Background: an optimization exercise with open tools, aiming at small area. Do not read the settings as production practice.
Function was checked by simulation only, so behaviour that the tests miss may differ from the original.

## flow/design.v (module list and top-level ports; edited modules follow where they fit)
// module Posit_div_N32_ES6_PIPE12: 3925 lines
// module posit_dec: 17 lines
// module recip_tab: 267 lines
module Posit_div_N32_ES6_PIPE12(clk, in1, in2, start, out, inf, zero, done);
  // ...
==> flow/flow/run.sh <==
#!/bin/bash
# Standard ORFS layout, with one extra netlist pass between synthesis and floorplan:
# flow/polar.py flips the polarity of full-adder cells (FA(~a,~b,~c) = ~FA(a,b,c))
# where that removes inverters.  Registers and everything else are left as synthesized.
set -euo pipefail
WH=$(grep -o 'WORK_HOME=[^ ]*' standard.sh | head -1 | cut -d= -f2)
R=$WH/results/sky130hd/Posit_div_N32_ES6_PIPE12/base
bash standard.sh "$R/1_2_yosys.v" > synth_make.log 2>&1
cp "$R/1_2_yosys.v" "$R/1_2_yosys.std.v"
python3 flow/polar.py "$R/1_2_yosys.std.v" "$R/1_2_yosys.pol.v" > polar.log 2>&1
cp "$R/1_2_yosys.pol.v" "$R/1_2_yosys.v"
bash standard.sh > layout_make.log 2>&1
==> flow/flow/polar.py <==
#!/usr/bin/env python3
"""Remove inverters around sky130 full adders by flipping adder polarity.

A full adder is self-dual: FA(~a,~b,~c) = (~sum, ~cout).  For each fa cell we may
feed it the complements of its inputs and take the complements of its outputs;
this is done greedily whenever it reduces the number of inverters.
usage: polar.py in.v out.v
"""
import re, sys
from collections import defaultdict

src = open(sys.argv[1]).read()
cell_re = re.compile(r'^(\s*)(sky130_fd_sc_hd__\w+)\s+(\S+)\s*\((.*?)\);\s*$', re.S | re.M)
pin_re = re.compile(r'\.(\w+)\(\s*([^()]*?)\s*\)')

OUTPINS = {'X', 'Y', 'Q', 'Q_N', 'SUM', 'COUT', 'HI', 'LO'}
cells = {}      # name -> [type, {pin: net}]
order = []
pieces = []
pos = 0
for m in cell_re.finditer(src):
    pieces.append(src[pos:m.start()])
    pieces.append(('CELL', m.group(3)))
    pos = m.end()
    pins = dict(pin_re.findall(m.group(4)))
    cells[m.group(3)] = [m.group(2), pins]
    order.append(m.group(3))
pieces.append(src[pos:])
# nets used outside cells (assigns, ports) are external
ext = set()
for p in pieces:
    if isinstance(p, str):
        for line in p.split('\n'):
            l = line.strip()
            if l.startswith('assign') or l.startswith('output') or l.startswith('input'):
                for tok in re.findall(r'\\\S+|[A-Za-z_][\w$]*(?:\[\d+\])?', l):
                    ext.add(tok)
                    ext.add(re.sub(r'\[\d+\]$', '', tok))

def is_ext(net):
    return net in ext or re.sub(r'\[\d+\]$', '', net) in ext

driver = {}
loads = defaultdict(set)
def rebuild():
    driver.clear(); loads.clear()
    for c, (t, pins) in cells.items():
        for p, n in pins.items():
            if p in OUTPINS: driver[n] = (c, p)
            else: loads[n].add((c, p))
rebuild()

def is_inv(c): return cells[c][0].startswith(('sky130_fd_sc_hd__inv_', 'sky130_fd_sc_hd__clkinv_'))
newid = [0]
newnets = []
def new_net():
    newid[0] += 1
    n = f"_pol{newid[0]}_"
    newnets.append(n)
    return n
def inv_of(net):
    """an existing inverter driven by net, if any"""
    for c, p in loads.get(net, ()):
        if is_inv(c): return c
    return None
def add_inv(a, y):
    newid[0] += 1
    c = f"_polinv{newid[0]}_"
    cells[c] = ['sky130_fd_sc_hd__inv_1', {'A': a, 'Y': y}]
    order.append(c)
    driver[y] = (c, 'Y'); loads[a].add((c, 'A'))
    return c
def del_cell(c):
    t, pins = cells.pop(c)
    for p, n in pins.items():
        if p in OUTPINS: driver.pop(n, None)
        else: loads[n].discard((c, p))
def connect(c, p, net):
    old = cells[c][1][p]
    if p in OUTPINS: driver.pop(old, None); driver[net] = (c, p)
    else: loads[old].discard((c, p)); loads[net].add((c, p))
    cells[c][1][p] = net

XSWAP = {'sky130_fd_sc_hd__xor2_1': 'sky130_fd_sc_hd__xnor2_1',
         'sky130_fd_sc_hd__xnor2_1': 'sky130_fd_sc_hd__xor2_1'}
def is_x(c): return cells[c][0] in XSWAP
def xswap(c):
    t, pins = cells[c]
    nt = XSWAP[t]
    cells[c][0] = nt
    if 'X' in pins: pins['Y'] = pins.pop('X'); driver[pins['Y']] = (c, 'Y')
    elif 'Y' in pins: pins['X'] = pins.pop('Y'); driver[pins['X']] = (c, 'X')
def free_compl_driver(n):
    """driver cell whose type can be swapped to complement net n for free"""
    d = driver.get(n)
    if d and is_x(d[0]) and len(loads[n]) == 1 and not is_ext(n): return d[0]
    return None

def gain(f):
    pins = cells[f][1]
    g = 0
    for p in ('A', 'B', 'CIN'):
        n = pins[p]
        d = driver.get(n)
        if d and is_inv(d[0]):
            # complement available for free; inverter removable if only load
            if len(loads[n]) == 1 and not is_ext(n): g += 1
        elif free_compl_driver(n):
            pass
        else:
            if inv_of(n) is None: g -= 1
    for p in ('SUM', 'COUT'):
        n = pins[p]
        ld = loads.get(n, set())
        invl = [c for c, q in ld if is_inv(c)]
        xl = [c for c, q in ld if is_x(c)]
        other = len(ld) - len(invl) - len(xl)
        g += len(invl)
        if other > 0 or is_ext(n): g -= 1
    return g

def flip(f):
    pins = cells[f][1]
    for p in ('A', 'B', 'CIN'):
        n = pins[p]
        d = driver.get(n)
        if d and is_inv(d[0]):
            src_net = cells[d[0]][1]['A']
            connect(f, p, src_net)
            if not loads[n] and not is_ext(n): del_cell(d[0])
        elif free_compl_driver(n):
            xswap(free_compl_driver(n))
        else:
            i = inv_of(n)
            if i is None:
                y = new_net(); add_inv(n, y)
            else:
                y = cells[i][1]['Y']
            connect(f, p, y)
    for p in ('SUM', 'COUT'):
        n = pins[p]
        phys = new_net()
        connect(f, p, phys)
        for c, q in list(loads.get(n, ())):
            if is_inv(c):
                y = cells[c][1]['Y']
                for c2, q2 in list(loads.get(y, ())):
                    connect(c2, q2, phys)
                if is_ext(y):
                    # keep a buffer-free path: y must still be driven -> keep inverter off phys? use buf
                    cells[c][1]['A'] = phys; loads[n].discard((c, 'A')); loads[phys].add((c, 'A'))
                    cells[c][0] = 'sky130_fd_sc_hd__buf_1'
                else:
                    del_cell(c)
            elif is_x(c):
                xswap(c)
                connect(c, q, phys)
        if loads.get(n) or is_ext(n):
            add_inv(phys, n)

import random, copy
random.seed(1)
fas = [c for c in order if cells[c][0].startswith('sky130_fd_sc_hd__fa_')]
ninv0 = sum(1 for c in cells if is_inv(c))
total = 0
def ninv(): return sum(1 for c in cells if is_inv(c))
def snapshot(): return (copy.deepcopy(cells), list(order), list(newnets), newid[0])
best = (ninv(), snapshot())
for it in range(200):
    changed = 0
    fl = list(fas); random.shuffle(fl)
    for f in fl:
        if f not in cells: continue
        g = gain(f)
        if g > 0 or (g == 0 and it < 180 and random.random() < 0.3):
            flip(f); changed += 1
    total += changed
    n = ninv()
    if n < best[0]: best = (n, snapshot())
    if not changed: break
cells, order, newnets, newid[0] = best[1][0], best[1][1], best[1][2], best[1][3]
rebuild()
# cleanup: absorb remaining inverters into xor/xnor cells
for c in list(cells):
    if c not in cells or not is_inv(c): continue
    a = cells[c][1]['A']; y = cells[c][1]['Y']
    if is_ext(y): continue
    d = free_compl_driver(a)
    if d:
        xswap(d)
        for c2, q2 in list(loads.get(y, ())): connect(c2, q2, a)
        del_cell(c); continue
    ld = list(loads.get(y, ()))
    if ld and all(is_x(c2) for c2, q2 in ld) and len(set(c2 for c2, q2 in ld)) == len(ld):
        for c2, q2 in ld:
            xswap(c2)
            connect(c2, q2, a)
        del_cell(c)
ninv1 = sum(1 for c in cells if is_inv(c))
sys.stderr.write(f"polar: flipped {total} adders, inverters {ninv0} -> {ninv1}\n")

# write out
out = []
first_cell = True
for p in pieces:
    if isinstance(p, str):
        out.append(p)
    else:
        c = p[1]
        if first_cell:
            first_cell = False
            out.append("".join(f"  wire {n};\n" for n in newnets))
            # new cells
            for c2 in order:
                if c2.startswith('_polinv') and c2 in cells:
                    t, pins = cells[c2]
                    out.append(f"  {t} {c2} (\n" + ",\n".join(f"    .{k}({v}{' ' if v.startswith(chr(92)) else ''})" for k, v in pins.items()) + "\n  );\n")
        if c in cells:
            t, pins = cells[c]
            out.append(f"  {t} {c} (\n" + ",\n".join(f"    .{k}({v}{' ' if v.startswith(chr(92)) else ''})" for k, v in pins.items()) + "\n  );")
        else:
            out.append("")
open(sys.argv[2], 'w').write("".join(out))
==> flow/standard.sh <==
#!/bin/bash
# synth_recipe.tcl (not shown) runs the flow's synth.tcl, then flattens the netlist and writes it again
# the make line also repeats each setting of config.mk as NAME=value (left out here)
make -C /OpenROAD-flow-scripts/flow DESIGN_CONFIG=/design/flow/config.mk WORK_HOME=/design/flow/orfs CLKGATE_MAP_FILE= SYNTH_SCRIPT=/design/flow/synth_recipe.tcl "${@:-finish}"
==> flow/config.mk <==
export PLATFORM = sky130hd
export DESIGN_NAME = Posit_div_N32_ES6_PIPE12
export DESIGN_NICKNAME = Posit_div_N32_ES6_PIPE12
export VERILOG_FILES = /design/flow/design.v
export SDC_FILE = /design/flow/constraint.sdc
export NUM_CORES = 4
export LEC_CHECK = 0
export ABC_AREA = 1
export CAP_MARGIN = 5
export CORE_MARGIN = 2
export CORE_UTILIZATION = 65
export CTS_BUF_LIST = sky130_fd_sc_hd__clkbuf_8
export SLEW_MARGIN = 5
==> flow/constraint.sdc <==
create_clock -name core_clock -period 9.0 [get_ports {clk}]
set_input_delay 1.8000 -clock core_clock [delete_from_list [all_inputs] [get_ports {clk}]]
set_output_delay 1.8000 -clock core_clock [all_outputs]
set_load 0.01 [all_outputs]
==> qor.yml, run 1 <==
cells_and_area:
  final_cell_area_um2: 57200
  multi_input_gates: 5144
  layout-drive-gt1-share_pct: 5.72
  inv_count: 685
  seq_area_um2: 8850
yosys:
  avgSynthCellArea_um2: 8.11
  syn_area_um2: 53600
critical_path:
  cp_max_fo: 15
  slowest_delay_ps: 650
route:
  ant_nets: 0
  routedWlPerCell_um: 19.8
  drc: 0
grt:
  grt_max_degree: 54
  grt_usage_pct: 35.7
placed_design:
  dp_hpwl_um: 117000
  place_ws_ps: 881
worst_hold_path:
  hold_path.class: "reg2reg"
  whs_path_depth: 0
outcome:
  run_status: "complete, no violations"
floorplanning:
  num_rows: 105
cts:
  post_cts_buffers: 0
==> run 2: changes to the inputs <==
--- a/flow/design.v
+++ b/flow/design.v
@@ -37,17 +37,17 @@
   m_r1 <= m;
 end
 wire [6:0] r1 = x1_r1[11] ? {2'b0, x1_r1[10:6] - 5'd1} : -{2'b0, x1_r1[10:6]};
 wire [6:0] r2 = x2_r1[11] ? {2'b0, x2_r1[10:6] - 5'd1} : -{2'b0, x2_r1[10:6]};
 wire [0:0] m2z = ~|m_r1;
 wire [12:0] de = {r1, x1_r1[5:0]} - {r2, x2_r1[5:0]} - 13'd1 + {12'd0, m2z};
 wire [8:0] t_tab;
 recip_tab tab(.addr(m_r1[22:15]), .dout(t_tab));
-wire [8:0] t = t_tab;
+wire [8:0] t = {1'b1, t_tab[7:0]};
 wire L1_w0 = m_r1[0] & ~(1'b0 & 1'b0);
 wire L1_w1 = 1'b0 ^ 1'b0;
 wire L1_w2 = (m_r1[0] & ~1'b0 & ~1'b0) | (~m_r1[0] & 1'b0 & 1'b0);
 wire L1_w3 = ((L1_w1 & t[0])) ^ L1_w0;
 wire L1_w4 = ((L1_w1 & t[1]) | (L1_w2 & t[0])) ^ L1_w0;
 wire L1_w5 = ((L1_w1 & t[2]) | (L1_w2 & t[1])) ^ L1_w0;
 wire L1_w6 = ((L1_w1 & t[3]) | (L1_w2 & t[2])) ^ L1_w0;
 wire L1_w7 = ((L1_w1 & t[4]) | (L1_w2 & t[3])) ^ L1_w0;
==> run 2 against run 1 <==
Effect of this change:
- critical endpoint is now out[21]
- worst setup slack worse by 130 ps
- still clean on timing, DRC and antenna
- first-iteration DRC count shrank 7.7%
- largest cell class unchanged
- synthesized area down 0.30%
- register-to-register slack improved by 340 ps
- utilization is 0.17 points lower
- critical path depth rose by 11
- final area down 0.40%
- via count is 1.9% lower
- highest routed layer unchanged
==> qor.yml, run 2 <==
cells_and_area:
  reg_top3: "pm_r6 (29), Rf_r5 (24)"
  layout-drive-gt1-share_pct: 6.28  # +0.56 points
  area_delta_synth_final_pct: 6.67
  final_cell_area_um2: 57000  # -0.40%
  largest_reg_flops: 29
  layout_commonest_cell: "nand2_1"
  final-instance-count-excl-fill: 7616
  nets: 7486
  top_register: "pm_r6"
  fill_cells: 6859
  multi_input_area_um2: 40700
  seq_area_um2: 8830  # -0.25%
  mostFrequentLayoutCells: "940 x nand2_1, 695 x xor2_1, 619 x o22ai_1, 581 x inv_1, 575 x fa_1"
outcome:
  run_status: "complete, no violations"
route:
  firstDrtPassIters: 8
  routed_wl_um: 148000
  ant_nets: 0  # unchanged
  viasPerCell: 6.06
  drt-initial-drc-count: 4346
  drc: 0  # unchanged
  vias: 46160
  routedWlPerCell_um: 19.4  # -2.0%
critical_path:
  r2r_start: "m_r3[4]"
  r2r_cells: 29
  crit_path_frequent_cell: "nand2_2"
  critical-path-slowest-cell: "dfxtp_2"
  start_kind: "flop"
  reg2reg_to: "ny2_r4[0]"
  rrSetupSlack_ps: 1170
  slowest_delay_ps: 550  # -100 ps
  worstPathRequired_ps: 7200
  cp_max_fo: 33  # +18
  crit_type: "reg2out"
  arrival_ps: 6500
  critPathCaptureType: "output pin"
cts:
  clkLatencyLatePin_ps: 690
  cts_tree: "yes"
  clock-sinks: 441
  htreeDepth: 3
  clk_pin_slew_ps: 60
  clockBufferDepth: 3
  cts_root_buffer: "clkbuf_8"
  numCtsBuffers: 74
  post_cts_buffers: 0  # unchanged
flow_run:
  maxCapViolations: 0
grt:
  grt_usage_pct: 34.9  # -0.83 points
  grt_first_pass_wirelength_um: 240000
  antenna_found_initial: 3
  grt_max_degree: 58  # +7.4%
  grt_pass1_vias: 45566
  overflow: 0
floorplanning:
  dieArea_um2: 84500
  ioPinCount: 101
  initial_core_util_pct: 65.4
  die_x_um: 291
  core_um2: 81700
  num_rows: 105  # unchanged
  die_y_um: 291
sta:
  setup_ws_ps: 705
  fin_crit_ps: 8300
  hold_ws_ps: 280
  drv_slew: 0
  timing.slew.headroom_pct: 13.5
  hold_viol: 0
  timing.final.crit_share_pct: 92.2
  fmax_mhz: 121
  worst_pin_slew_ps: 1290
  setup_viol: 0
  final.setup_skew_ps: 54.7
placed_design:
  dp_hpwl_um: 113000  # -2.8%
  io_buffers: 100
  place_ws_ps: 1170  # +292 ps
  placed_area_um2: 55200
  dp.cells: 7478
  gp_congestion: 0.979
worst_hold_path:
  whs_path_depth: 0  # unchanged
  hold_path.class: "reg2reg"
  hold_end: "m1_r5[0]"
  worstHoldStart: "m1_r4[0]"
yosys:
  syn_nets: 7536
  syn_area_um2: 53400  # -0.30%
  avgSynthCellArea_um2: 8.17  # +0.81%
  netlist_instances: 6535
  yosys_warnings: 3
==> run 2: what timing repair did <==
item / CTS / global route
resized for setup: 0 / 3
endpoints found under the setup margin: 0 / 3
hold buffers: 0 / 0
==> run 2: layer usage <==
layer / GRT usage [%] / routed length, um / up-vias
met2: 57.9 / 69200 / 2208
met4: 14.9 / 6620 / 2
met5: 0 / 13 / -
li1: - / - / 21591
met1: 44.9 / 59300 / 21891
met3: 6.17 / 12800 / 468
==> run 2: worst max path at each step <==
stage                    from   endpoint  slack (ps)  cells past startpoint
finish              pm_r6[28]    out[21]         700                     36
global route        pm_r6[28]    out[21]          -3                     36
CTS                 pm_r6[28]    out[21]         450                     36
detailed placement  pm_r6[28]    out[21]        1170                     36
global placement       in2[0]   tab.c[0]        1230                     55
floorplan            Rf_r5[1]  pm_r6[12]        1570                     35
==> run 2: stage by stage <==
step / setup TNS, ps / utilization (%)
2_1_floorplan: 0 / -
3_3_place_gp: 0 / 67.6
3_5_place_dp: 0 / 67.6
4_1_cts: 0 / 69.7
5_1_grt: -3.08 / 69.7
6_report: 0 / 69.7
==> run 2: worst max-delay path, delay by kind of cell, from the launching register on <==
family / cells / cell delay [ps]
AOI/OAI and AO/OA: 7 / 1260
buffers and inverters: 4 / 1240
DFF: 1 / 550
and+or+nand+nor: 25 / 2770
==> run 2: cell type report <==
cell class / instances / area share, %
well taps: 1070 / 2.35
inverters: 656 / 4.33
repair buffers: 215 / 3.29
multi-input cells: 5097 / 71.5
clock buffers: 91 / 2.20
clock inverters: 45 / 0.843
flip-flops and latches: 441 / 15.5
diodes: 1 / 0.00439

-- afterwards: timing with drivers on the ports --
The flow's constraints put no driver on any port. The routed layouts listed below were extracted and timed again, unchanged, in two steps. Step 1 sets driving cells, clkbuf_16 on the clock port and buf_2 on the other inputs (assumed; they add their load-dependent delay and slew). Step 2 adds t to the input delays and takes it off the output delays; t is the mean of the earliest and latest rising clock arrival at the registers after step 1. Input paths then give back, and output paths get back, about the clock's delay inside the block. Slacks: no drivers / after step 1 / after step 2; pairs: no drivers / after step 1.
| run | t, ns | setup slack, ns | worst hold slack (ns) | slew at the worst register clock pin (ns) | cell pins on the clock port's net |
|---|---|---|---|---|---|
| run 1 | 0.726 | 0.832 / 0.771 / 0.748 | 0.294 / 0.294 / 0.294 | 0.08 / 0.08 | 1 |
| run 2 | 0.732 | 0.705 / 0.638 / 1.085 | 0.280 / 0.280 / 0.280 | 0.07 / 0.07 | 1 |
After both steps every run listed still meets setup and hold. The setup slack of run 1, which loses most, moves by -0.061 ns with the drivers and by -0.084 ns with both steps.
